Context: an optimization exercise on an open-source flow, tuned for small area. The choices shown serve that exercise and are no tape-out recipe. The RTL was checked by simulation tests, not by an equivalence proof against the original design. Power is estimated from default activity; no workload was simulated.

==> run.sh <==
#!/bin/bash
# synth_recipe.tcl (not shown) runs the flow's synth.tcl, then flattens the netlist and writes it again
# the make line also repeats each setting of config.mk as NAME=value (left out here)
make -C /OpenROAD-flow-scripts/flow DESIGN_CONFIG=/design/flow/config.mk WORK_HOME=/design/flow/orfs CLKGATE_MAP_FILE= SYNTH_SCRIPT=/design/flow/synth_recipe.tcl finish
==> config.mk <==
export PLATFORM = sky130hd
export DESIGN_NAME = selen_l1_cache
export DESIGN_NICKNAME = selen_l1_cache
export VERILOG_FILES = /design/flow/design.v
export SDC_FILE = /design/flow/constraint.sdc
export NUM_CORES = 8
export LEC_CHECK = 0
export CAP_MARGIN = 20
export CORE_MARGIN = 2
export CORE_UTILIZATION = 70
export CTS_CLUSTER_DIAMETER = 120
export CTS_CLUSTER_SIZE = 24
export PLACE_DENSITY = 0.75
export SLEW_MARGIN = 20
==> constraint.sdc <==
create_clock -name core_clock -period 12.0 [get_ports {clk}]
set_input_delay 2.4000 -clock core_clock [delete_from_list [all_inputs] [get_ports {clk}]]
set_output_delay 2.4000 -clock core_clock [all_outputs]
set_load 0.01 [all_outputs]
==> design.v <==
module l1_lrum
(
	input               clk,
	input               rst_n,
	input               req,
	input               idx,
	input   [3:0]       ld_val_vect,
	input   [3:0]       tag_cmp_vect,
	output              hit,
	output  [3:0]       hit_vect,
	output  [3:0]       way_vect
);
	reg        req_r;
	reg        idx_r;
	reg        bypass_r;
	reg  [3:0] bypass_used_r;
	reg  [3:0] used0_r;
	reg  [3:0] used1_r;
	wire [3:0] used;
	wire [3:0] alloc;
	wire [3:0] upd;
	wire [3:0] used_next;
	always @(posedge clk or negedge rst_n)
		if(~rst_n) req_r <= 1'b0;
		else req_r <= req;
	always @(posedge clk) idx_r <= idx;
	always @(posedge clk or negedge rst_n)
		if(~rst_n) bypass_r <= 1'b0;
		else if(req) bypass_r <= (idx == idx_r);
	always @(posedge clk or negedge rst_n)
		if(~rst_n) bypass_used_r <= 4'b0;
		else if(req_r) bypass_used_r <= used_next;
	always @(posedge clk or negedge rst_n)
		if(~rst_n) used0_r <= 4'b0;
		else if(req_r & ~idx_r) used0_r <= used_next;
	always @(posedge clk or negedge rst_n)
		if(~rst_n) used1_r <= 4'b0;
		else if(req_r & idx_r) used1_r <= used_next;
	assign used = bypass_r ? bypass_used_r : (idx_r ? used1_r : used0_r);
	assign hit_vect = ld_val_vect & tag_cmp_vect;
	assign hit      = (|hit_vect) & req_r;
	assign alloc[0] = ~used[0];
	assign alloc[1] = ~used[1] & used[0];
	assign alloc[2] = ~used[2] & (&used[1:0]);
	assign alloc[3] = ~used[3] & (&used[2:0]);
	assign way_vect  = hit ? hit_vect : alloc;
	assign upd       = used | way_vect;
	assign used_next = (&upd) ? way_vect : upd;
endmodule
module l1_mau
(
	input               clk,
	input               rst_n,
	input               l1i_req_val,
	input       [26:0]  l1i_req_line,
	output              l1i_req_ack,
	output              l1i_beat_we,
	input               l1d_req_val,
	input               l1d_req_nc,
	input               l1d_req_we,
	input       [31:0]  l1d_req_addr,
	input       [31:0]  l1d_req_wdata,
	input       [1:0]   l1d_req_sz,
	output              l1d_req_ack,
	output              l1d_ack_nc,
	output              l1d_ack_we,
	output              l1d_beat_we,
	output      [2:0]   beat_idx,
	output      [31:0]  nc_data,
	input               wb_ack_i,
	input       [31:0]  wb_dat_i,
	output      [31:0]  wb_dat_o,
	output      [31:0]  wb_adr_o,
	output              wb_cyc_o,
	input               wb_stall_i,
	output      [3:0]   wb_sel_o,
	output              wb_stb_o,
	output              wb_we_o
);
	reg  [2:0]  tok_r [0:3];
	reg  [2:0]  wp_r, ip_r, ap_r;
	reg  [31:0] ws_addr_r [0:1];
	reg  [31:0] ws_data_r [0:1];
	reg  [1:0]  ws_sz_r   [0:1];
	reg  [1:0]  wsw_r, wsr_r;
	wire        ack_full, ack_empty, hdr_empty, dat_full;
	wire        req_d_val, req_i_val, w_ack, w_ack_wr, w_ack_nc;
	reg         d_req_rd_accepted_r;
	reg         i_req_rd_accepted_r;
	reg         tr_state_r;
	reg  [2:0]  tr_cnt_r;
	wire [2:0]  h_tok = tok_r[ip_r[1:0]];
	wire        h_d  = h_tok[2];
	wire        h_wr = h_tok[1];
	wire        h_nc = h_tok[0];
	wire        tr_fin;
	reg         ack_state_r;
	reg  [2:0]  ack_cnt_r;
	reg         ack_state_next;
	reg  [2:0]  ack_cnt_next;
	wire [2:0]  a_tok = tok_r[ap_r[1:0]];
	wire        a_d  = a_tok[2];
	wire        a_wr = a_tok[1];
	wire        a_nc = a_tok[0];
	wire [2:0]  ack_cnt = (a_wr | a_nc) ? 3'd0 : 3'd7;
	wire        r_ack;
	wire        l1d_beat_nc_we;
	wire        req_ack;
	reg         ack_type_r, ack_wr_r, ack_nc_r;
	assign ack_full  = (wp_r[2] ^ ap_r[2]) & (wp_r[1:0] == ap_r[1:0]);
	assign ack_empty = (wp_r == ap_r);
	assign hdr_empty = (wp_r == ip_r);
	assign dat_full  = (wsw_r[1] ^ wsr_r[1]) & (wsw_r[0] == wsr_r[0]);
	assign req_d_val = l1d_req_val & (~dat_full | ~l1d_req_we) & ~d_req_rd_accepted_r & ~ack_full;
	assign req_i_val = l1i_req_val & (~l1d_req_val | d_req_rd_accepted_r) & ~i_req_rd_accepted_r & ~ack_full;
	assign w_ack    = req_d_val | req_i_val;
	assign w_ack_wr = req_d_val & l1d_req_we;
	assign w_ack_nc = req_d_val & l1d_req_nc;
	always @(posedge clk or negedge rst_n) begin
		if(~rst_n) d_req_rd_accepted_r <= 1'b0;
		else if(d_req_rd_accepted_r) d_req_rd_accepted_r <= ~(req_ack & ~ack_wr_r & ack_type_r);
		else d_req_rd_accepted_r <= req_d_val & ~l1d_req_we;
	end
	always @(posedge clk or negedge rst_n) begin
		if(~rst_n) i_req_rd_accepted_r <= 1'b0;
		else if(i_req_rd_accepted_r) i_req_rd_accepted_r <= ~(req_ack & ~ack_type_r);
		else i_req_rd_accepted_r <= req_i_val;
	end
	always @(posedge clk) if(w_ack) tok_r[wp_r[1:0]] <= {req_d_val, w_ack_wr, w_ack_nc};
	always @(posedge clk)
		if(w_ack_wr) begin
			ws_addr_r[wsw_r[0]] <= l1d_req_addr;
			ws_sz_r[wsw_r[0]]   <= l1d_req_sz;
		end
	always @(posedge clk)
		if(w_ack_wr | l1d_beat_nc_we)
			ws_data_r[wsw_r[0]] <= w_ack_wr ? l1d_req_wdata : wb_dat_i;
	always @(posedge clk or negedge rst_n) begin
		if(~rst_n) begin
			wp_r  <= 3'd0;
			ip_r  <= 3'd0;
			ap_r  <= 3'd0;
			wsw_r <= 2'd0;
			wsr_r <= 2'd0;
		end else begin
			if(w_ack)           wp_r  <= wp_r + 3'd1;
			if(tr_fin)          ip_r  <= ip_r + 3'd1;
			if(r_ack)           ap_r  <= ap_r + 3'd1;
			if(w_ack_wr)        wsw_r <= wsw_r + 2'd1;
			if(tr_fin & h_wr)   wsr_r <= wsr_r + 2'd1;
		end
	end
	assign tr_fin = tr_state_r & (tr_cnt_r == 3'd0) & ~wb_stall_i;
	always @(posedge clk or negedge rst_n) begin
		if(~rst_n) begin
			tr_state_r <= 1'b0;
			tr_cnt_r   <= 3'd0;
		end else if(~tr_state_r) begin
			if(~hdr_empty) begin
				tr_state_r <= 1'b1;
				tr_cnt_r   <= (h_nc | h_wr) ? 3'd0 : 3'd7;
			end
		end else if(~wb_stall_i) begin
			if(tr_cnt_r == 3'd0) tr_state_r <= 1'b0;
			else tr_cnt_r <= tr_cnt_r - 3'd1;
		end
	end
	wire [31:0] ws_addr = ws_addr_r[wsr_r[0]];
	wire [31:0] h_addr  = h_wr ? ws_addr : h_d ? l1d_req_addr : {l1i_req_line, 5'b0};
	wire [1:0]  ws_sz   = ws_sz_r[wsr_r[0]];
	assign wb_stb_o = tr_state_r;
	assign wb_we_o  = h_wr;
	assign wb_adr_o = (h_wr | h_nc) ? h_addr : {h_addr[31:5], ~tr_cnt_r, 2'b00};
	assign wb_sel_o = ws_sz[0] ? 4'b0001 : ws_sz[1] ? 4'b0011 : 4'b1111;
	assign wb_dat_o = ws_data_r[wsr_r[0]];
	assign nc_data  = wb_dat_o;
	assign wb_cyc_o = ~ack_empty;
	always @* begin
		ack_state_next = ack_state_r;
		ack_cnt_next   = ack_cnt_r;
		if(~ack_state_r | (ack_cnt_r == 3'd0)) begin
			if(wb_ack_i) begin
				ack_state_next = 1'b1;
				ack_cnt_next   = ack_cnt;
			end else begin
				ack_state_next = 1'b0;
			end
		end else if(wb_ack_i) begin
			ack_cnt_next = ack_cnt_r - 3'd1;
		end
	end
	assign r_ack   = ack_state_next & (ack_cnt_next == 3'd0);
	assign req_ack = ack_state_r & (ack_cnt_r == 3'd0);
	always @(posedge clk or negedge rst_n) begin
		if(~rst_n) begin
			ack_state_r <= 1'b0;
			ack_cnt_r   <= 3'd0;
		end else begin
			ack_state_r <= ack_state_next;
			ack_cnt_r   <= ack_cnt_next;
		end
	end
	always @(posedge clk) begin
		if(r_ack) begin
			ack_type_r <= a_d;
			ack_nc_r   <= a_nc;
			ack_wr_r   <= a_wr;
		end
	end
	assign beat_idx       = (~ack_state_r | (ack_cnt_r == 3'd0)) ? 3'd0 : (3'd0 - ack_cnt_r);
	assign l1i_beat_we    = wb_ack_i & ~a_d;
	assign l1d_beat_we    = wb_ack_i & a_d & ~a_wr & ~a_nc;
	assign l1d_beat_nc_we = wb_ack_i & a_d & ~a_wr & a_nc;
	assign l1i_req_ack = req_ack & ~ack_type_r;
	assign l1d_req_ack = w_ack_wr | (req_ack & ack_type_r & ~ack_wr_r);
	assign l1d_ack_nc  = (w_ack_wr & w_ack_nc) | ack_nc_r;
	assign l1d_ack_we  = w_ack_wr;
endmodule
module l1d_top
(
	input               clk,
	input               rst_n,
	input               core_req_val,
	input       [31:0]  core_req_addr,
	input       [2:0]   core_req_cop,
	input       [31:0]  core_req_wdata,
	input       [2:0]   core_req_size,
	output              core_req_ack,
	output reg  [31:0]  core_ack_data,
	output              mau_req_val,
	output              mau_req_nc,
	output              mau_req_we,
	output      [31:0]  mau_req_addr,
	output      [31:0]  mau_req_wdata,
	output      [1:0]   mau_req_sz,
	input               mau_req_ack,
	input               mau_ack_nc,
	input               mau_ack_we,
	input               beat_we,
	input       [31:0]  nc_data,
	input       [2:0]   beat_idx,
	input       [31:0]  beat_data
);
	wire        s0_req_val;
	wire        s0_req_nc;
	wire        s0_req_wr;
	wire        s0_req_rd;
	reg  [3:0]  s0_word_be;
	reg         del_buf_val_r;
	reg  [29:0] del_buf_addr_r;
	reg  [31:0] del_buf_data_r;
	reg  [3:0]  del_buf_word_be_r;
	reg         del_buf_hit_r;
	reg  [3:0]  del_buf_way_vect_r;
	reg         del_buf_dm_wr_r;
	wire        del_buf_need_dm_wr;
	wire        del_buf_clean;
	wire        del_buf_addr_hit;
	wire        del_buf_be_hit;
	reg         del_buf_addr_hit_r;
	wire        del_buf_idx = del_buf_addr_r[3];
	wire [2:0]  del_buf_word = del_buf_addr_r[2:0];
	wire [31:0] del_buf_dm_combined_data;
	reg         s1_req_val_r;
	reg  [31:0] s1_req_addr_r;
	reg         s1_req_we_r;
	reg         s1_req_nc_r;
	reg  [31:0] s1_req_wdata_r;
	reg  [1:0]  s1_req_sz_r;
	wire [25:0] s1_req_tag_r  = s1_req_addr_r[31:6];
	wire        s1_req_idx_r  = s1_req_addr_r[5];
	wire [2:0]  s1_req_word_r = s1_req_addr_r[4:2];
	wire        stall;
	wire        fill_ack;
	wire        dm_blocked;
	wire        req_ack;
	wire        req_we_ack;
	wire        req_rd_ack;
	reg         mau_req_ack_r;
	reg         mau_ack_nc_r;
	reg  [25:0] tag_r [0:7];
	reg  [7:0]  vld_r;
	wire [3:0]  tag_cmp_vect;
	wire [3:0]  ld_val_vect;
	wire        lru_req;
	reg         lru_req_r;
	wire        lru_hit;
	wire [3:0]  hit_vect;
	wire [3:0]  lru_way_vect;
	reg  [3:0]  lru_way_vect_r;
	reg  [31:0] dm_r [0:63];
	wire        dbw_we;
	wire [3:0]  dbw_way;
	wire [31:0] dm_wdata;
	wire [3:0]  rd_way;
	reg  [31:0] dm_word;
	assign s0_req_val = core_req_val & ~stall;
	assign s0_req_nc  = (core_req_cop == 3'b010) | (core_req_cop == 3'b011);
	assign s0_req_wr  = (core_req_cop == 3'b001);
	assign s0_req_rd  = (core_req_cop == 3'b000);
	always @* begin
		if     (core_req_size == 1) s0_word_be = 4'b0001 << core_req_addr[1:0];
		else if(core_req_size == 2) s0_word_be = 4'b0011 << core_req_addr[1:0];
		else                        s0_word_be = 4'b1111;
	end
	assign del_buf_need_dm_wr = s1_req_val_r & s1_req_we_r & lru_hit;
	assign fill_ack   = mau_req_ack & ~mau_ack_nc & ~mau_ack_we;
	assign dm_blocked = (s0_req_val & s0_req_rd) | fill_ack;
	assign del_buf_clean = (del_buf_dm_wr_r & ~dm_blocked) | (~del_buf_dm_wr_r & ~del_buf_need_dm_wr);
	assign del_buf_addr_hit = (del_buf_addr_r == core_req_addr[31:2]);
	assign del_buf_be_hit   = (s0_word_be == (del_buf_word_be_r & s0_word_be));
	always @(posedge clk or negedge rst_n) begin
		if(~rst_n) begin
			del_buf_val_r      <= 1'b0;
			del_buf_hit_r      <= 1'b0;
			del_buf_addr_hit_r <= 1'b0;
		end else begin
			del_buf_val_r      <= (s0_req_val & s0_req_wr) | (del_buf_val_r & ~del_buf_clean);
			del_buf_addr_hit_r <= del_buf_val_r & s0_req_val & s0_req_rd & del_buf_addr_hit;
			del_buf_hit_r      <= del_buf_val_r & s0_req_val & s0_req_rd & del_buf_addr_hit & del_buf_be_hit;
		end
	end
	always @(posedge clk) begin
		if(s0_req_val & s0_req_wr) begin
			del_buf_addr_r    <= core_req_addr[31:2];
			del_buf_word_be_r <= s0_word_be;
		end
	end
	always @(posedge clk) if(s0_req_val & s0_req_wr) del_buf_data_r <= core_req_wdata;
	always @(posedge clk or negedge rst_n) begin
		if(~rst_n) del_buf_way_vect_r <= 4'b0;
		else if(del_buf_need_dm_wr) del_buf_way_vect_r <= lru_way_vect;
	end
	always @(posedge clk or negedge rst_n) begin
		if(~rst_n) del_buf_dm_wr_r <= 1'b0;
		else del_buf_dm_wr_r <= (del_buf_need_dm_wr & dm_blocked) | (del_buf_dm_wr_r & ~del_buf_clean);
	end
	assign lru_req = s0_req_val & ~s0_req_nc;
	always @(posedge clk or negedge rst_n) begin
		if(~rst_n) lru_req_r <= 1'b0;
		else lru_req_r <= lru_req;
	end
	always @(posedge clk) if(lru_req_r) lru_way_vect_r <= lru_way_vect;
	l1_lrum lrum
	(
		.clk          (clk),
		.rst_n        (rst_n),
		.req          (lru_req),
		.idx          (core_req_addr[5]),
		.ld_val_vect  (ld_val_vect),
		.tag_cmp_vect (tag_cmp_vect),
		.hit          (lru_hit),
		.hit_vect     (hit_vect),
		.way_vect     (lru_way_vect)
	);
	always @(posedge clk, negedge rst_n) begin
		if(~rst_n) s1_req_val_r <= 1'b0;
		else if(~stall) s1_req_val_r <= s0_req_val;
		else s1_req_val_r <= ~mau_req_ack;
	end
	always @(posedge clk) if(~stall) s1_req_we_r   <= (core_req_cop == 3'b011) | (core_req_cop == 3'b001);
	always @(posedge clk) if(~stall) s1_req_nc_r   <= s0_req_nc;
	always @(posedge clk) if(~stall) s1_req_addr_r <= core_req_addr;
	always @(posedge clk) if(~stall) s1_req_wdata_r <= core_req_wdata;
	always @(posedge clk) if(~stall) s1_req_sz_r    <= {core_req_size == 2, core_req_size == 1};
	assign stall = (s1_req_we_r) ? (s1_req_val_r & ~mau_req_ack) :
	                               (s1_req_val_r & ~(lru_hit | del_buf_hit_r));
	assign mau_req_val   = s1_req_val_r & (s1_req_nc_r | s1_req_we_r | ~(lru_hit | del_buf_hit_r));
	assign mau_req_nc    = s1_req_nc_r;
	assign mau_req_we    = s1_req_we_r;
	assign mau_req_addr  = (s1_req_we_r | s1_req_nc_r) ? s1_req_addr_r : {s1_req_tag_r, s1_req_idx_r, 5'b0};
	assign mau_req_wdata = s1_req_wdata_r;
	assign mau_req_sz    = s1_req_sz_r;
	always @(posedge clk or negedge rst_n)
		if(~rst_n) mau_req_ack_r <= 1'b0;
		else mau_req_ack_r <= mau_req_ack & ~mau_ack_we;
	always @(posedge clk) mau_ack_nc_r <= mau_ack_nc;
	assign req_ack    = req_rd_ack | req_we_ack | mau_req_ack_r;
	assign req_rd_ack = ~s1_req_we_r & (lru_hit | del_buf_hit_r);
	assign req_we_ack = s1_req_val_r & s1_req_we_r & ~stall;
	assign dbw_we  = ~(s0_req_val & s0_req_rd) & ~fill_ack &
	                 ((del_buf_val_r & del_buf_need_dm_wr) | del_buf_dm_wr_r);
	assign dbw_way = (del_buf_val_r & del_buf_need_dm_wr) ? lru_way_vect : del_buf_way_vect_r;
	assign dm_wdata = beat_we ? beat_data : del_buf_data_r;
	genvar w, k, b;
	generate
		for(w = 0; w < 4; w = w + 1) begin : g_way
			assign tag_cmp_vect[w] = (tag_r[{s1_req_idx_r, w[1:0]}] == s1_req_tag_r);
			assign ld_val_vect[w]  = vld_r[{s1_req_idx_r, w[1:0]}];
		end
		for(k = 0; k < 8; k = k + 1) begin : g_tag
			always @(posedge clk)
				if(fill_ack & lru_way_vect_r[k%4] & (s1_req_idx_r == k/4))
					tag_r[k] <= s1_req_tag_r;
			always @(posedge clk or negedge rst_n)
				if(~rst_n) vld_r[k] <= 1'b0;
				else if(fill_ack & lru_way_vect_r[k%4] & (s1_req_idx_r == k/4))
					vld_r[k] <= 1'b1;
		end
		for(k = 0; k < 64; k = k + 1) begin : g_dm
			wire fill_we = beat_we & lru_way_vect_r[(k/8)%4] & (s1_req_idx_r == k/32) & (beat_idx == k%8);
			wire dbw_hit = dbw_we & dbw_way[(k/8)%4] & (del_buf_idx == k/32) & (del_buf_word == k%8);
			for(b = 0; b < 4; b = b + 1) begin : g_byte
				always @(posedge clk)
					if(fill_we | dbw_hit & del_buf_word_be_r[b])
						dm_r[k][b*8+:8] <= dm_wdata[b*8+:8];
			end
		end
	endgenerate
	assign rd_way = lru_hit ? hit_vect : lru_way_vect_r;
	integer i;
	always @* begin
		dm_word = 32'b0;
		for(i = 0; i < 4; i = i + 1)
			if(rd_way[i]) dm_word = dm_word | dm_r[{s1_req_idx_r, i[1:0], s1_req_word_r}];
	end
	genvar bb;
	generate
		for(bb = 0; bb < 4; bb = bb + 1) begin : g_comb
			assign del_buf_dm_combined_data[bb*8+:8] =
				del_buf_word_be_r[bb] ? del_buf_data_r[bb*8+:8] : dm_word[bb*8+:8];
		end
	endgenerate
	assign core_req_ack = req_ack;
	always @* begin
		if(del_buf_hit_r) core_ack_data = del_buf_data_r;
		else if(del_buf_addr_hit_r) core_ack_data = del_buf_dm_combined_data;
		else if(mau_req_ack_r & mau_ack_nc_r) core_ack_data = nc_data;
		else core_ack_data = dm_word;
	end
endmodule
module l1i_top
(
	input               clk,
	input               rst_n,
	input               core_req_val,
	input       [31:0]  core_req_addr,
	output              core_req_ack,
	output      [31:0]  core_ack_data,
	output              mau_req_val,
	output      [26:0]  mau_req_line,
	input               mau_req_ack,
	input               beat_we,
	input       [31:0]  beat_data
);
	reg         rdy1_r, rdy2_r, rdy3_r;
	wire        req_val;
	reg  [29:0] req_addr_r;
	reg         req_val_r;
	wire [25:0] req_tag_r  = req_addr_r[29:4];
	wire        req_idx_r  = req_addr_r[3];
	wire [2:0]  req_word_r = req_addr_r[2:0];
	wire        req_ack;
	reg         mau_req_was_send_r;
	reg         mau_req_ack_r;
	reg  [25:0] tag_r [0:7];
	reg  [7:0]  vld_r;
	wire [3:0]  tag_cmp_vect;
	wire [3:0]  ld_val_vect;
	wire        lru_hit;
	wire [3:0]  hit_vect;
	wire [3:0]  lru_way_vect;
	reg  [3:0]  lru_way_vect_r;
	reg  [31:0] dm_r [0:63];
	wire [3:0]  rd_way;
	always @(posedge clk or negedge rst_n)
		if(~rst_n) begin
			rdy1_r <= 1'b0;
			rdy2_r <= 1'b0;
			rdy3_r <= 1'b0;
		end else begin
			rdy1_r <= 1'b1;
			rdy2_r <= rdy1_r;
			rdy3_r <= rdy2_r;
		end
	assign req_val = rdy2_r & core_req_val & (req_ack | ~rdy3_r);
	always @(posedge clk) if(req_val) req_addr_r <= core_req_addr[31:2];
	always @(posedge clk or negedge rst_n)
		if(~rst_n) req_val_r <= 1'b0;
		else req_val_r <= req_val;
	assign req_ack = mau_req_ack_r | lru_hit;
	always @(posedge clk) if(req_val_r) lru_way_vect_r <= lru_way_vect;
	l1_lrum lrum
	(
		.clk          (clk),
		.rst_n        (rst_n),
		.req          (req_val),
		.idx          (core_req_addr[5]),
		.ld_val_vect  (ld_val_vect),
		.tag_cmp_vect (tag_cmp_vect),
		.hit          (lru_hit),
		.hit_vect     (hit_vect),
		.way_vect     (lru_way_vect)
	);
	always @(posedge clk or negedge rst_n) begin
		if(~rst_n) mau_req_was_send_r <= 1'b0;
		else if(mau_req_was_send_r) mau_req_was_send_r <= ~mau_req_ack;
		else mau_req_was_send_r <= mau_req_val;
	end
	assign mau_req_val  = (req_val_r & ~lru_hit) | mau_req_was_send_r;
	assign mau_req_line = {req_tag_r, req_idx_r};
	always @(posedge clk or negedge rst_n)
		if(~rst_n) mau_req_ack_r <= 1'b0;
		else mau_req_ack_r <= mau_req_ack;
	genvar w, k;
	generate
		for(w = 0; w < 4; w = w + 1) begin : g_way
			assign tag_cmp_vect[w] = (tag_r[{req_idx_r, w[1:0]}] == req_tag_r);
			assign ld_val_vect[w]  = vld_r[{req_idx_r, w[1:0]}];
		end
		for(k = 0; k < 8; k = k + 1) begin : g_tag
			always @(posedge clk)
				if(mau_req_ack & lru_way_vect_r[k%4] & (req_idx_r == k/4))
					tag_r[k] <= req_tag_r;
			always @(posedge clk or negedge rst_n)
				if(~rst_n) vld_r[k] <= 1'b0;
				else if(mau_req_ack & lru_way_vect_r[k%4] & (req_idx_r == k/4))
					vld_r[k] <= 1'b1;
		end
		for(k = 0; k < 64; k = k + 1) begin : g_dm
			wire [31:0] shift_in;
			if(k%8 == 7) begin : g_top
				assign shift_in = beat_data;
			end else begin : g_mid
				assign shift_in = dm_r[k+1];
			end
			always @(posedge clk)
				if(beat_we & lru_way_vect_r[(k/8)%4] & (req_idx_r == k/32))
					dm_r[k] <= shift_in;
		end
	endgenerate
	assign rd_way = req_val_r ? hit_vect : lru_way_vect_r;
	wire [63:0] rd_sel;
	reg  [31:0] rd_data;
	genvar q;
	generate
		for(q = 0; q < 64; q = q + 1) begin : g_sel
			assign rd_sel[q] = rd_way[(q/8)%4] & (req_idx_r == q/32) & (req_word_r == q%8);
		end
	endgenerate
	integer i;
	always @* begin
		rd_data = 32'b0;
		for(i = 0; i < 64; i = i + 1)
			rd_data = rd_data | ({32{rd_sel[i]}} & dm_r[i]);
	end
	assign core_req_ack  = req_ack;
	assign core_ack_data = rd_data;
endmodule
module selen_l1_cache
(
	input                           clk,
	input                           rst_n,
	input                           l1i_req_val,
	input   [32-1:0]  l1i_req_addr,
	output                          l1i_req_ack,
	output  [32-1:0]  l1i_ack_data,
	input                           l1d_req_val,
	input   [32-1:0]  l1d_req_addr,
	input   [3-1:0]   l1d_req_cop,
	input   [32-1:0]  l1d_req_wdata,
	input   [3-1:0]  l1d_req_size,
	output                          l1d_req_ack,
	output  [32-1:0]  l1d_ack_data,
	input   [32-1:0]  wb_dat_i,
	output  [32-1:0]  wb_dat_o,
	input                           wb_ack_i,
	output  [32-1:0]  wb_adr_o,
	output                          wb_cyc_o,
	input                           wb_stall_i,
	output  [(32 / 8)-1:0]    wb_sel_o,
	output                          wb_stb_o,
	output                          wb_we_o
);
	wire        i_mau_req_val;
	wire [26:0] i_mau_req_line;
	wire        i_mau_req_ack;
	wire        i_beat_we;
	wire        d_mau_req_val;
	wire        d_mau_req_nc;
	wire        d_mau_req_we;
	wire [31:0] d_mau_req_addr;
	wire [31:0] d_mau_req_wdata;
	wire [1:0]  d_mau_req_sz;
	wire        d_mau_req_ack;
	wire        d_mau_ack_nc;
	wire        d_mau_ack_we;
	wire        d_beat_we;
	wire [31:0] nc_data;
	wire [2:0]  beat_idx;
	l1i_top l1i
	(
		.clk           (clk),
		.rst_n         (rst_n),
		.core_req_val  (l1i_req_val),
		.core_req_addr (l1i_req_addr),
		.core_req_ack  (l1i_req_ack),
		.core_ack_data (l1i_ack_data),
		.mau_req_val   (i_mau_req_val),
		.mau_req_line  (i_mau_req_line),
		.mau_req_ack   (i_mau_req_ack),
		.beat_we       (i_beat_we),
		.beat_data     (wb_dat_i)
	);
	l1d_top l1d
	(
		.clk            (clk),
		.rst_n          (rst_n),
		.core_req_val   (l1d_req_val),
		.core_req_addr  (l1d_req_addr),
		.core_req_cop   (l1d_req_cop),
		.core_req_wdata (l1d_req_wdata),
		.core_req_size  (l1d_req_size),
		.core_req_ack   (l1d_req_ack),
		.core_ack_data  (l1d_ack_data),
		.mau_req_val    (d_mau_req_val),
		.mau_req_nc     (d_mau_req_nc),
		.mau_req_we     (d_mau_req_we),
		.mau_req_addr   (d_mau_req_addr),
		.mau_req_wdata  (d_mau_req_wdata),
		.mau_req_sz     (d_mau_req_sz),
		.mau_req_ack    (d_mau_req_ack),
		.mau_ack_nc     (d_mau_ack_nc),
		.mau_ack_we     (d_mau_ack_we),
		.beat_we        (d_beat_we),
		.nc_data        (nc_data),
		.beat_idx       (beat_idx),
		.beat_data      (wb_dat_i)
	);
	l1_mau mau
	(
		.clk            (clk),
		.rst_n          (rst_n),
		.l1i_req_val    (i_mau_req_val),
		.l1i_req_line   (i_mau_req_line),
		.l1i_req_ack    (i_mau_req_ack),
		.l1i_beat_we    (i_beat_we),
		.l1d_req_val    (d_mau_req_val),
		.l1d_req_nc     (d_mau_req_nc),
		.l1d_req_we     (d_mau_req_we),
		.l1d_req_addr   (d_mau_req_addr),
		.l1d_req_wdata  (d_mau_req_wdata),
		.l1d_req_sz     (d_mau_req_sz),
		.l1d_req_ack    (d_mau_req_ack),
		.l1d_ack_nc     (d_mau_ack_nc),
		.l1d_ack_we     (d_mau_ack_we),
		.l1d_beat_we    (d_beat_we),
		.beat_idx       (beat_idx),
		.nc_data        (nc_data),
		.wb_ack_i       (wb_ack_i),
		.wb_dat_i       (wb_dat_i),
		.wb_dat_o       (wb_dat_o),
		.wb_adr_o       (wb_adr_o),
		.wb_cyc_o       (wb_cyc_o),
		.wb_stall_i     (wb_stall_i),
		.wb_sel_o       (wb_sel_o),
		.wb_stb_o       (wb_stb_o),
		.wb_we_o        (wb_we_o)
	);
endmodule
==> impl_metrics.py, run 1 <==
metrics = {
    "logic_synthesis": {
        "synth.avg_cell_area_um2": 17.3,
        "ys_seq_elements": 4916,
        "synthesis.instances": 10869,
        "syn_area_um2": 188000,
        "ys_types": 104,
        "synth_warnings": 8,
        "synth_flop_cell": "edfxtp_1",
        "synth_edf_count": 4831,
        "synth_commonest_cells": "4,831 x edfxtp_1, 1,005 x a22oi_1, 553 x clkbuf_1, 398 x nand2_1, 293 x a22o_1",
        "synth.most_common_cell": "edfxtp_1",
        "yosys-top-cells-area": "edfxtp_1 77%, a22oi_1 4.0%, mux2i_1 1.5%",
        "synthArstFlopShare": 0.0167,
        "ys_seq_area_frac": 0.784,
        "synth_area_leader_cell": "edfxtp_1",
        "synth_top_area_share": 0.773,
    },
    "timing": {
        "finalSetupViolations": 0,
        "timing.final.crit_share": 0.820,
        "worst_pin_slew_ns": 1.38,
        "setup_tns_ns": 0,
        "hold_viol_final": 0,
        "worst_clock_skew_ns": 0.0744,
        "slew_headroom": 0.0818,
        "maxSlewViolCount": 0,
        "rsz0062_at_grt": "false",
        "fin_crit_ns": 9.84,
        "max_freq_mhz": 102,
        "fin_ws_ns": 2.16,
    },
    "global_routing": {
        "grt_pass1_vias": 112372,
        "grt_antenna_before_repair": 37,
        "grt_pass1_wl_um": 834000,
        "grt_overflow": 0,
        "track_usage": 0.437,
        "grt_max_degree": 170,
    },
    "power_and_ir_drop": {
        "combPwrFrac": 0.226,
        "p_int_mw": 26.7,
        "clockPowerShare": 0.225,
        "worst_ir_drop_vdd_mv": 0.181,
        "p_switching_mw": 11.6,
        "powerDensity_nw_per_um2": 187,
        "power_frac_seq": 0.548,
        "p_leak_nw": 66.0,
        "netSwitchingFraction": 0.303,
    },
    "floorplanning": {
        "die_w_um": 522,
        "ios": 277,
        "fp-row-count": 190,
        "die_h_um": 522,
        "core_area_um2": 267000,
        "die-area_um2": 272000,
        "start_util": 0.702,
    },
    "min_path": {
        "holdCritPathClass": "register to register",
        "whs_path_depth": 0,
        "worstHoldStart": "l1i.rdy1_r",
    },
    "status": {
        "status": "timing/DRC/antenna clean",
    },
    "route": {
        "drt_first_pass_iters": 9,
        "vias": 117228,
        "wire_per_inst_um": 40.6,
        "drt-total-wl_um": 599000,
        "drt_iter0_markers": 21452,
        "antenna_left": 0,
        "drcViolationCount": 0,
        "via_per_inst": 7.94,
    },
    "worst_setup_path": {
        "required_ns": 9.60,
        "reg2reg_slack_ns": 5.31,
        "cp-start-kind": "register",
        "startpoint": "l1i.req_addr_r[3]",
        "critical_path.max_fanout": 121,
        "r2r_start": "l1d.s1_req_addr_r[5]",
        "ff2ff_path_depth": 12,
        "worstSetupPathType": "register to primary output",
        "arrival_ns": 7.44,
        "cp-end-kind": "primary output",
        "reg2reg_to": "l1d.dm_r[34][16]",
        "crit_end": "l1i_ack_data[22]",
    },
    "cts": {
        "post_cts_buffers": 0,
        "clock-sinks": 4916,
        "cts_tree": "yes",
        "cts-root-buf": "clkbuf_16",
        "worstSkewPairLatency_ns": 0.98,
        "clk_pin_slew_ns": 0.10,
        "max-clock-path-buffers": 4,
        "cts_hold_buf": 0,
        "post_cts_resized": 0,
        "cts_buffers": 226,
        "htreeDepth": 4,
    },
    "place": {
        "hpwlAfterDp_um": 358000,
        "dp_slack_ns": 3.38,
        "io_buffers": 273,
        "globalplace.congestion": 0.939,
    },
    "run": {
        "maxCapViolations": 0,
    },
    "layout": {
        "drive_gt1_frac": 0.116,
        "nets": 11271,
        "syn_to_final_growth_pct": 9.37,
    },
}
## cell type report
type | instances | area [µm²]
antenna | 26 | 65.1
clock buffer | 286 | 6010
clock inverter | 5 | 72.6
fill | 14767 | 62000
inverter | 45 | 171
multi-input combinational | 5124 | 40300
sequential | 4916 | 147000
tap | 3552 | 4440
timing repair buffer | 804 | 7050
## registers in the layout (all words and copies together), names as in the netlist, 8 cells and up
name and flops:
l1d.dm_r 2048, l1i.dm_r 2048, l1d.tag_r 208, l1i.tag_r 208
mau.ws_addr_r 64, mau.ws_data_r 64, l1d.del_buf_data_r 32, l1d.s1_req_addr_r 32
l1d.s1_req_wdata_r 32, l1d.del_buf_addr_r 30, l1i.req_addr_r 30, mau.tok_r 12
l1d.vld_r 8, l1i.vld_r 8
## stage by stage
stage | util | power, mW | cell area [µm²] | hold slack, ns | cells
global route | 0.768 | 39.1 | 205000 | 0.380 | 14738
CTS | 0.767 | 37.9 | 205000 | 0.364 | 14726
detailed placement | 0.744 | 29.7 | 199000 | 0.346 | 14435
finish | 0.768 | 38.3 | 205000 | 0.365 | 14758
global placement | 0.743 | 29.4 | 199000 | 0.334 | 14432
floorplan | - | 25.8 | 188000 | 0.331 | 10870
## layer usage
metal | vias to the layer above | wire length (µm) | track usage
met1 | 57951 | 190000 | 0.572
met3 | 2512 | 93400 | 0.124
met5 | - | 251 | 0
met2 | 11370 | 262000 | 0.644
met4 | 32 | 53100 | 0.302
li1 | 45363 | - | -
## how the worst min path moves through the flow
stage | end | slack (ns)
finish | l1i.rdy2_r | 0.37
global route | l1i.rdy2_r | 0.38
CTS | l1i.rdy2_r | 0.36
detailed placement | l1i.rdy2_r | 0.35
global placement | l1i.rdy2_r | 0.33
floorplan | l1i.rdy2_r | 0.33
## placed cells by master, fill, tap and decap left out, types with 23 or more instances in the layout
cell type and count:
edfxtp_1 4831, a22oi_1 1005, buf_4 507, nand2_1 389, a22o_1 293, mux2i_1 289, a221oi_1 281, clkdlybuf4s50_1 272
nand3_1 261, a21oi_1 257, clkbuf_16 232, xnor2_1 219, o41ai_2 207, nand4_1 193, o22ai_1 160, nor2_1 155
o21ai_0 121, and3_1 99, a222oi_1 95, dfrtp_1 81, mux2_2 77, nor4_1 74, clkbuf_1 54, nor3_1 50
nor2b_1 47, o41ai_4 45, a211oi_1 44, inv_1 41, o22a_1 41, a31oi_1 37, a32oi_1 36, xor2_1 35
a2111oi_0 33, and2_1 29, nand2b_1 28, diode_2 26, a32o_1 24, nor2_4 23
## worst max-delay path, cell delays in order (launching register included)
cell and delay, ns:
edfxtp_1 0.40, buf_12 0.62, mux2i_1 0.30, xnor2_1 0.08
nor4_1 0.86, nand2_1 0.36, o31ai_4 0.46, buf_4 0.52
nand2_1 0.77, buf_4 0.46, o211ai_1 0.21, and4b_1 0.22
nand4_1 0.36, clkdlybuf4s50_1 0.63
## cell families after synthesis
| group | synth area share |
|---|---|
| flip-flops | 0.784 |
| AO/OA/AOI/OAI | 0.119 |
| AND/OR/NAND/NOR | 0.0431 |
| buffers and inverters | 0.0182 |
| multiplexers | 0.0221 |
| XOR/XNOR | 0.0119 |
| adder cells (fa/ha/maj) | 0.000933 |
| other | 0.0000200 |
## power by group through the flow
stage / registers [mW] / clock network [mW] / logic [mW]
after floorplan: 21.3 / 0 / 4.53
after global placement: 21.3 / 0 / 8.13
after detailed placement: 21.4 / 0 / 8.31
after CTS: 21.0 / 8.56 / 8.35
after global routing: 21.1 / 9.09 / 8.91
final: 21.0 / 8.64 / 8.68
==> inputs of run 2 (changes only) <==
==> flow/run.sh (new file) <==
#!/bin/bash
# Own layout flow: the standard flow (standard.sh) with these changes:
#  - synthesis maps the logic with an area-oriented ABC script (flow/abc_area.script)
#    in place of ORFS's delay-oriented one; everything else in the synthesis, and so
#    every register, its name and its cell, is the standard synthesis's
#  - the port buffers are sky130_fd_sc_hd__buf_1
#  - clock tree: sink clusters of up to 24 flip-flops within 120 um, no dummy loads
# Each tool's output is in orfs/logs/ (one log per step) and in flow.log here.
set -euo pipefail
W=$(pwd)
F=$W/flow

# The standard flow's synthesis script, with yosys' abc command given our script
{
	echo "proc abc {args} { set i [lsearch -exact \$args -script]; if {\$i >= 0} { lset args [expr {\$i + 1}] $F/abc_area.script }; yosys abc {*}\$args }"
	cat "$W/synth_recipe.tcl"
} > "$W/own_synth.tcl"
sed -e "s#SYNTH_SCRIPT=[^ ]*synth_recipe.tcl#SYNTH_SCRIPT=$W/own_synth.tcl#" "$W/standard.sh" > "$W/own_standard.sh"
grep -q "SYNTH_SCRIPT=$W/own_synth.tcl" "$W/own_standard.sh"

bash "$W/own_standard.sh" \
	"BUFFER_PORTS_ARGS=-buffer_cell sky130_fd_sc_hd__buf_1" \
	"CTS_ARGS=-sink_clustering_enable -repair_clock_nets -sink_clustering_size 24 -sink_clustering_max_diameter 120 -dont_use_dummy_load" \
	finish > "$W/flow.log" 2>&1
==> flow/abc_area.script (new file) <==
strash
&get -n
&fraig -x
&put
scorr
dc2
dretime
strash
&get -n
&dch -f
&nf
&put
buffer -c
topo
stime -c
upsize -c
dnsize -c
==> standard.sh (new file) <==
#!/bin/bash
# synth_recipe.tcl (not shown) runs the flow's synth.tcl, then flattens the netlist and writes it again
# the make line also repeats each setting of config.mk as NAME=value (left out here)
make -C /OpenROAD-flow-scripts/flow DESIGN_CONFIG=/design/flow/config.mk WORK_HOME=/design/flow/orfs CLKGATE_MAP_FILE= SYNTH_SCRIPT=/design/flow/synth_recipe.tcl "${@:-finish}"
--- a/config.mk
+++ b/config.mk
@@ -8,7 +8,5 @@
 export CAP_MARGIN = 20
 export CORE_MARGIN = 2
 export CORE_UTILIZATION = 70
-export CTS_CLUSTER_DIAMETER = 120
-export CTS_CLUSTER_SIZE = 24
 export PLACE_DENSITY = 0.75
 export SLEW_MARGIN = 20
removed: run.sh
==> run 2 against run 1 <==
Synthesized area down 2.1%. Routed wire length down 10%. Largest cell class unchanged. Utilization down 2.2 points. Critical path depth unchanged. Still clean on timing, DRC and antenna. Total power down 7.6%. Clock skew down 0.0044 ns. Fmax down 1.6%. Critical endpoint is now l1i_ack_data[30].
==> impl_metrics.py, run 2 <==
metrics = {
    "timing": {
        "timing.final.crit_share": 0.833,
        "rsz0062_at_grt": "false",
        "hold_viol_final": 0,
        "slew_headroom": 0.153,
        "worst_clock_skew_ns": 0.0699,
        "finalSetupViolations": 0,
        "maxSlewViolCount": 0,
        "setup_tns_ns": 0,
        "fin_crit_ns": 10.00,
        "worst_pin_slew_ns": 1.27,
        "max_freq_mhz": 100,
    },
    "place": {
        "globalplace.congestion": 0.939,
        "io_buffers": 273,
        "hpwlAfterDp_um": 312000,
        "postPlaceCellArea_um2": 189000,
    },
    "layout": {
        "nets": 10298,
        "seqCellArea_um2": 147000,
        "final_common_cell": "edfxtp_1",
        "multi_input_area_um2": 33900,
        "syn_to_final_growth_pct": 6.25,
        "drive_gt1_frac": 0.0824,
        "fillers": 14800,
        "top_regs": "l1d.dm_r (2048), l1i.dm_r (2048)",
        "design_area_um2": 195000,
        "mostFrequentLayoutCells": "4,831 x edfxtp_1, 846 x a222oi_1, 534 x a22oi_1, 318 x nand2_1, 272 x buf_1",
    },
    "floorplanning": {
        "ios": 277,
        "die-area_um2": 267000,
        "fp-row-count": 188,
        "die_w_um": 516,
        "die_h_um": 516,
        "start_util": 0.702,
        "core_area_um2": 262000,
    },
    "logic_synthesis": {
        "synth.most_common_cell": "edfxtp_1",
        "ys_seq_area_frac": 0.801,
        "yosys-top-cells-area": "edfxtp_1 79%, a222oi_1 4.6%, a22oi_1 2.2%",
        "synth_warnings": 8,
        "synth_flop_cell": "edfxtp_1",
        "synth.avg_cell_area_um2": 18.3,
        "synthArstFlopShare": 0.0167,
        "synth_area_leader_cell": "edfxtp_1",
        "syn_area_um2": 184000,
        "synth_commonest_cells": "4,831 x edfxtp_1, 846 x a222oi_1, 534 x a22oi_1, 355 x clkbuf_1, 319 x nand2_1",
        "ys_seq_elements": 4916,
        "ys_types": 98,
        "synthesis.instances": 10023,
        "synth_top_area_share": 0.790,
        "synth_edf_count": 4831,
    },
    "worst_setup_path": {
        "cp-end-kind": "primary output",
        "startpoint": "l1i.req_addr_r[3]",
        "worstSetupPathType": "register to primary output",
        "max_stage_delay_ns": 1.10,
        "crit_chain": "buf_12, mux2i_1, o22ai_1, or4_1, nor4_1, a31oi_4, nor3_4, buf_4, a222oi_1, nand4_1, a2111oi_0, nand3_1, buf_1",
        "crit_buf_inv": 3,
        "cpLargestDelayFamily": "simple AND/OR/NAND/NOR gates",
        "critical_path.max_fanout": 120,
        "cp-start-kind": "register",
        "arrival_ns": 7.60,
        "required_ns": 9.60,
        "slowest_stage": "nor3_4",
        "r2r_start": "l1d.s1_req_addr_r[5]",
    },
    "cts": {
        "clk_pin_slew_ns": 0.09,
        "post_cts_resized": 0,
        "cts_hold_buf": 0,
        "clock-sinks": 4916,
        "max-clock-path-buffers": 4,
        "worstSkewPairLatency_ns": 0.97,
        "cts_buffers": 230,
        "cts-root-buf": "clkbuf_16",
        "cts_tree": "yes",
        "post_cts_buffers": 0,
        "htreeDepth": 4,
    },
    "route": {
        "drt-total-wl_um": 536000,
        "vias": 108411,
        "antenna_left": 0,
        "wire_per_inst_um": 39.2,
        "drcViolationCount": 0,
        "via_per_inst": 7.93,
        "drt_first_pass_iters": 15,
        "drt_iter0_markers": 24081,
    },
    "global_routing": {
        "grt_overflow": 0,
        "track_usage": 0.399,
        "grt_pass1_vias": 103275,
        "grt_antenna_before_repair": 31,
        "grt_pass1_wl_um": 748000,
        "grt_max_degree": 185,
    },
    "power_and_ir_drop": {
        "worst_ir_drop_vdd_mv": 0.177,
        "p_leak_nw": 60.3,
        "powerDensity_nw_per_um2": 181,
    },
    "min_path": {
        "holdCritPathClass": "register to register",
        "worstHoldStart": "l1i.rdy1_r",
    },
    "run": {
        "maxCapViolations": 0,
    },
    "status": {
        "status": "timing/DRC/antenna clean",
    },
}
[run 2: cell count changes after synthesis, moves of 128 or more]
cell      previous run  this run
a222oi_1            95       846
a22oi_1           1005       534
a31o_1               0       256
o41ai_1            253         2
a22o_1             293        51
clkbuf_1           553       355
a21oi_1            268        87
a221oi_1           281       153
[run 2: kinds of logic after synthesis]
group,count (synthesis),share of synthesized area
multiplexers,381,0.0220
AO/OA/AOI/OAI,2382,0.110
other,1,0.0000204
adder cells (fa/ha/maj),14,0.000953
XOR/XNOR,141,0.00676
flip-flops,4916,0.801
buffers and inverters,751,0.0187
AND/OR/NAND/NOR,1437,0.0403
[run 2: cell type report]
| cell class | instances | area share |
|---|---|---|
| antenna | 22 | 0.000282 |
| timing repair buffer | 571 | 0.0186 |
| multi-input combinational | 4357 | 0.174 |
| tap | 3515 | 0.0225 |
| clock buffer | 230 | 0.0295 |
| sequential | 4916 | 0.754 |
| inverter | 68 | 0.00131 |
[run 2: final timing paths]
path,cells after the start,slack (ns),endpoint
max reg2reg,13,6.28,l1d.dm_r[19][18]
min in group asynchronous,1,1.44,l1d.lrum.used1_r[1]
min,0,0.36,l1i.rdy2_r
max in group asynchronous,2,9.31,mau.wsr_r[0]
min reg2reg,0,0.36,l1i.rdy2_r
max,13,2.00,l1i_ack_data[30]
[run 2: power breakdown]
part / internal, mW / switching, mW
registers: 20.3 / 0.548
logic: 1.75 / 4.46
clock network: 3.41 / 4.96
total: 25.4 / 9.96
[run 2: per-stage QoR]
stage / std cells / hold WS [ns] / setup WS [ns] / utilization / total power [mW]
2_1_floorplan: 10024 / 0.331 / -2.19 / - / 24.7
3_3_place_gp: 13425 / 0.337 / 3.39 / 0.723 / 26.9
3_5_place_dp: 13425 / 0.346 / 3.37 / 0.723 / 27.1
4_1_cts: 13655 / 0.367 / 2.26 / 0.745 / 35.1
5_1_grt: 13663 / 0.381 / 1.89 / 0.746 / 36.2
6_report: 13679 / 0.363 / 2.00 / 0.746 / 35.4
[run 2: routing by layer]
layer	wire length, µm	global-route usage	vias to the layer above
met1	173000	0.538	53815
met4	40800	0.243	12
li1	-	-	42523
met3	81200	0.0965	1921
met2	241000	0.599	10140
met5	94	0	-
==> inputs of run 3 (changes only) <==
--- a/design.v
+++ b/design.v
@@ -260,7 +260,6 @@
 	reg         del_buf_addr_hit_r;
 	wire        del_buf_idx = del_buf_addr_r[3];
 	wire [2:0]  del_buf_word = del_buf_addr_r[2:0];
-	wire [31:0] del_buf_dm_combined_data;
 	reg         s1_req_val_r;
 	reg  [31:0] s1_req_addr_r;
 	reg         s1_req_we_r;
@@ -292,6 +291,11 @@
 	wire        dbw_we;
 	wire [3:0]  dbw_way;
 	wire [31:0] dm_wdata;
+	wire [3:0]  wr_way;
+	wire        wr_idx;
+	wire [2:0]  wr_word_idx;
+	wire [3:0]  wr_be;
+	wire        nc_sel;
 	wire [3:0]  rd_way;
 	reg  [31:0] dm_word;
 	assign s0_req_val = core_req_val & ~stall;
@@ -381,7 +385,11 @@
 	assign dbw_we  = ~(s0_req_val & s0_req_rd) & ~fill_ack &
 	                 ((del_buf_val_r & del_buf_need_dm_wr) | del_buf_dm_wr_r);
 	assign dbw_way = (del_buf_val_r & del_buf_need_dm_wr) ? lru_way_vect : del_buf_way_vect_r;
-	assign dm_wdata = beat_we ? beat_data : del_buf_data_r;
+	assign dm_wdata    = beat_we ? beat_data : del_buf_data_r;
+	assign wr_way      = beat_we ? lru_way_vect_r : dbw_way;
+	assign wr_idx      = beat_we ? s1_req_idx_r : del_buf_idx;
+	assign wr_word_idx = beat_we ? beat_idx : del_buf_word;
+	assign wr_be       = {4{beat_we}} | ({4{dbw_we}} & del_buf_word_be_r);
 	genvar w, k, b;
 	generate
 		for(w = 0; w < 4; w = w + 1) begin : g_way
@@ -398,36 +406,30 @@
 					vld_r[k] <= 1'b1;
 		end
 		for(k = 0; k < 64; k = k + 1) begin : g_dm
-			wire fill_we = beat_we & lru_way_vect_r[(k/8)%4] & (s1_req_idx_r == k/32) & (beat_idx == k%8);
-			wire dbw_hit = dbw_we & dbw_way[(k/8)%4] & (del_buf_idx == k/32) & (del_buf_word == k%8);
+			wire wr_word = wr_way[(k/8)%4] & (wr_idx == k/32) & (wr_word_idx == k%8);
 			for(b = 0; b < 4; b = b + 1) begin : g_byte
 				always @(posedge clk)
-					if(fill_we | dbw_hit & del_buf_word_be_r[b])
+					if(wr_word & wr_be[b])
 						dm_r[k][b*8+:8] <= dm_wdata[b*8+:8];
 			end
 		end
 	endgenerate
-	assign rd_way = lru_hit ? hit_vect : lru_way_vect_r;
+	assign nc_sel = mau_req_ack_r & mau_ack_nc_r;
+	assign rd_way = lru_hit ? hit_vect : (lru_way_vect_r & {4{~nc_sel}});
 	integer i;
 	always @* begin
-		dm_word = 32'b0;
+		dm_word = {32{nc_sel}} & nc_data;
 		for(i = 0; i < 4; i = i + 1)
 			if(rd_way[i]) dm_word = dm_word | dm_r[{s1_req_idx_r, i[1:0], s1_req_word_r}];
 	end
 	genvar bb;
 	generate
-		for(bb = 0; bb < 4; bb = bb + 1) begin : g_comb
-			assign del_buf_dm_combined_data[bb*8+:8] =
-				del_buf_word_be_r[bb] ? del_buf_data_r[bb*8+:8] : dm_word[bb*8+:8];
+		for(bb = 0; bb < 4; bb = bb + 1) begin : g_out
+			wire db_byte = del_buf_hit_r | (del_buf_addr_hit_r & del_buf_word_be_r[bb]);
+			always @* core_ack_data[bb*8+:8] = db_byte ? del_buf_data_r[bb*8+:8] : dm_word[bb*8+:8];
 		end
 	endgenerate
 	assign core_req_ack = req_ack;
-	always @* begin
-		if(del_buf_hit_r) core_ack_data = del_buf_data_r;
-		else if(del_buf_addr_hit_r) core_ack_data = del_buf_dm_combined_data;
-		else if(mau_req_ack_r & mau_ack_nc_r) core_ack_data = nc_data;
-		else core_ack_data = dm_word;
-	end
 endmodule
 module l1i_top
 (
==> flow/abc_area.script (replaced) <==
strash
&get -n
&fraig -x
&put
scorr
dc2
dretime
strash
&get -n
&dch -f
&nf -R 1000
&put
==> run 3 against run 2 <==
Worst setup slack improved by 0.36 ns. Sequential power barely moved. Routed wire length fell by 2.1%. Global-route usage rose by 0.66 points. Largest cell class unchanged. Non-clock buffer count fell by 21. Critical path type unchanged. Sequential cell count did not move. Largest power group unchanged. Clock skew fell by 0.0060 ns. Highest routed layer unchanged. Utilization rose by 1.5 points.
==> impl_metrics.py, run 3 <==
metrics = {
    "status": {
        "status": "timing/DRC/antenna clean",
    },
    "cts": {
        "post_cts_buffers": 0,
        "htreeDepth": 4,
        "cts-root-buf": "clkbuf_16",
        "clock-sinks": 4916,
        "post_cts_resized": 0,
        "cts_tree": "yes",
        "worstSkewPairLatency_ns": 0.94,
        "cts_buffers": 222,
        "max-clock-path-buffers": 3,
        "clk_pin_slew_ns": 0.09,
        "cts_hold_buf": 0,
    },
    "place": {
        "dp_slack_ns": 3.33,
        "hpwlAfterDp_um": 305000,
        "postPlaceCellArea_um2": 186000,
        "io_buffers": 273,
        "place_inst": 13023,
        "globalplace.congestion": 0.930,
    },
    "timing": {
        "maxSlewViolCount": 0,
        "max_freq_mhz": 104,
        "finalSetupViolations": 0,
        "timing.final.crit_share": 0.804,
        "fin_crit_ns": 9.64,
        "worst_pin_slew_ns": 1.23,
        "setup_tns_ns": 0,
        "worst_clock_skew_ns": 0.0639,
        "hold_viol_final": 0,
        "fin_ws_ns": 2.36,
        "fin_hold_ws_ns": 0.359,
        "slew_headroom": 0.177,
        "rsz0062_at_grt": "false",
    },
    "layout": {
        "design_area_um2": 191000,
        "final_util": 0.761,
        "mostFrequentLayoutCells": "4,831 x edfxtp_1, 796 x a222oi_1, 468 x nand2_1, 450 x a22oi_1, 411 x nor2_1",
        "syn_to_final_growth_pct": 8.01,
        "layoutNonFillerInstCount": 13269,
        "top_regs": "l1d.dm_r (2048), l1i.dm_r (2048)",
        "drive_gt1_frac": 0.0684,
        "fillers": 13763,
        "final_common_cell": "edfxtp_1",
        "multi_input_area_um2": 30800,
        "nets": 10059,
        "seqCellArea_um2": 147000,
    },
    "route": {
        "drcViolationCount": 0,
        "drt_first_pass_iters": 14,
        "antenna_left": 0,
        "drt_iter0_markers": 22541,
        "drt-total-wl_um": 525000,
        "via_per_inst": 7.85,
        "wire_per_inst_um": 39.6,
        "vias": 104208,
    },
    "global_routing": {
        "grt_pass1_wl_um": 732000,
        "grt_overflow": 0,
        "track_usage": 0.406,
        "grt_antenna_before_repair": 36,
        "grt_pass1_vias": 100579,
        "grt_max_degree": 171,
    },
    "worst_setup_path": {
        "reg2reg_slack_ns": 3.10,
        "max_stage_delay_ns": 1.07,
        "worstSetupPathDepth": 17,
        "worstSetupPathType": "register to primary output",
        "r2r_start": "l1d.s1_req_addr_r[5]",
        "crit_buf_inv": 4,
        "slowest_stage": "nor2_4",
        "arrival_ns": 7.24,
        "critical_path.max_fanout": 27,
        "ff2ff_path_depth": 24,
        "crit_top_cell": "buf_4",
        "required_ns": 9.60,
        "cp-end-kind": "primary output",
        "cp-start-kind": "register",
        "crit_end": "l1i_ack_data[12]",
        "cpLargestDelayFamily": "simple AND/OR/NAND/NOR gates",
        "startpoint": "l1i.req_addr_r[3]",
        "crit_chain": "buf_4, buf_4, mux2i_1, o21ai_0, a211oi_1, nand4_1, nor4_1, nand2_1, o21ai_0, nand2b_1, nor2_4, buf_4, a222oi_1, nand3_1, nor4_1, nand4_1, buf_1",
        "reg2reg_to": "l1d.dm_r[31][14]",
    },
    "logic_synthesis": {
        "synth.most_common_cell": "edfxtp_1",
        "syn_area_um2": 177000,
        "ys_seq_area_frac": 0.830,
        "ys_seq_elements": 4916,
        "synth_warnings": 8,
        "synth_area_leader_cell": "edfxtp_1",
        "synthesis.instances": 9132,
        "synth_flop_cell": "edfxtp_1",
        "synthArstFlopShare": 0.0167,
        "synth_edf_count": 4831,
        "synth_top_area_share": 0.819,
        "ys_types": 56,
        "synth.avg_cell_area_um2": 19.4,
        "yosys-top-cells-area": "edfxtp_1 82%, a222oi_1 4.5%, a22oi_1 1.9%",
        "synth_commonest_cells": "4,831 x edfxtp_1, 796 x a222oi_1, 508 x nor2_1, 470 x nand2_1, 450 x a22oi_1",
    },
    "power_and_ir_drop": {
        "p_leak_nw": 58.7,
        "finalPower_mw": 34.7,
        "worst_ir_drop_vdd_mv": 0.167,
        "powerDensity_nw_per_um2": 181,
    },
    "min_path": {
        "holdCritPathClass": "register to register",
    },
    "floorplanning": {
        "ios": 277,
        "die-area_um2": 257000,
        "core_area_um2": 252000,
        "die_w_um": 507,
        "die_h_um": 507,
        "start_util": 0.704,
        "fp-row-count": 184,
    },
    "run": {
        "maxCapViolations": 0,
    },
}
-- run 3: cell count changes after synthesis, moves of 85 or more --
cell	delta
buf_1	-115
a221oi_1	+117
nand2_1	+151
mux2_1	+85
mux2_2	-121
clkbuf_1	-355
buf_2	-147
nor2_1	+219
a31o_1	-253
-- run 3: worst min path at each step --
stage,from,end,cells past startpoint
CTS,l1i.rdy1_r,l1i.rdy2_r,0
global placement,l1i.rdy1_r,l1i.rdy2_r,0
global route,l1i.rdy2_r,l1i.rdy3_r,0
detailed placement,l1i.rdy1_r,l1i.rdy2_r,0
floorplan,l1i.rdy1_r,l1i.rdy2_r,0
finish,l1i.rdy1_r,l1i.rdy2_r,0
-- run 3: per-layer routing --
layer / vias up / global-route usage / share of wire
met1: 51661 / 0.537 / 0.32
met2: 9738 / 0.617 / 0.45
met4: 26 / 0.258 / 0.080
li1: 40977 / - / -
met3: 1806 / 0.0974 / 0.15
met5: - / 0 / 0.00039
-- run 3: power by group --
| group | total (mW) | internal, mW | switching, mW |
|---|---|---|---|
| combinational | 5.81 | 1.60 | 4.21 |
| clock | 8.19 | 3.29 | 4.90 |
| sequential | 20.7 | 20.2 | 0.542 |
-- run 3: cells by family (layout without fill, tap and decap cells) --
kind of cell / Yosys count / count (layout) / share of synthesized area
AOI/OAI and AO/OA: 2043 / 2043 / 0.0977
xor gates and xnor gates: 138 / 138 / 0.00682
adders and majority gates: 14 / 14 / 0.000988
buffers and inverters: 63 / 833 / 0.00138
DFF: 4916 / 4916 / 0.830
muxes: 347 / 347 / 0.0206
other: 1 / 20 / 0.0000212
and+or+nand+nor: 1610 / 1610 / 0.0420
-- run 3: final cells by class --
type / count / share of cell area
diodes: 18 / 0.000235
well taps: 3348 / 0.0219
multi-input cells: 4154 / 0.161
clock buffers: 222 / 0.0290
flip-flops and latches: 4916 / 0.769
inverters: 61 / 0.00120
repair buffers: 550 / 0.0179

## afterwards: timing with drivers on the ports
The flow's constraints put no driver on any port. The routed layouts listed below were extracted and timed again, unchanged, in two steps.
Step 1 assumes that a clkbuf_16 drives the clock port and a buf_2 every other input.
Step 2 adds t to the input delays and takes it off the output delays; t is the mean of the earliest and latest rising clock arrival at the registers after step 1. Input paths then give back, and output paths get back, about the clock's delay inside the block.
a / b / c = no drivers / after step 1 / after step 2; a / b = the first two.
| run | shift t [ns] | setup WS [ns] | worst hold slack (ns) | clock arrival spread, ns |
|---|---|---|---|---|
| run 1 | 1.051 | 2.163 / 2.055 / 3.106 | 0.365 / 0.365 / 0.365 | 0.078 / 0.078 |
| run 2 | 1.043 | 1.999 / 1.893 / 2.936 | 0.363 / 0.363 / 0.363 | 0.075 / 0.075 |
| run 3 | 1.012 | 2.356 / 2.244 / 3.097 | 0.359 / 0.359 / 0.359 | 0.069 / 0.069 |
After both steps setup and hold are still met in every run listed.
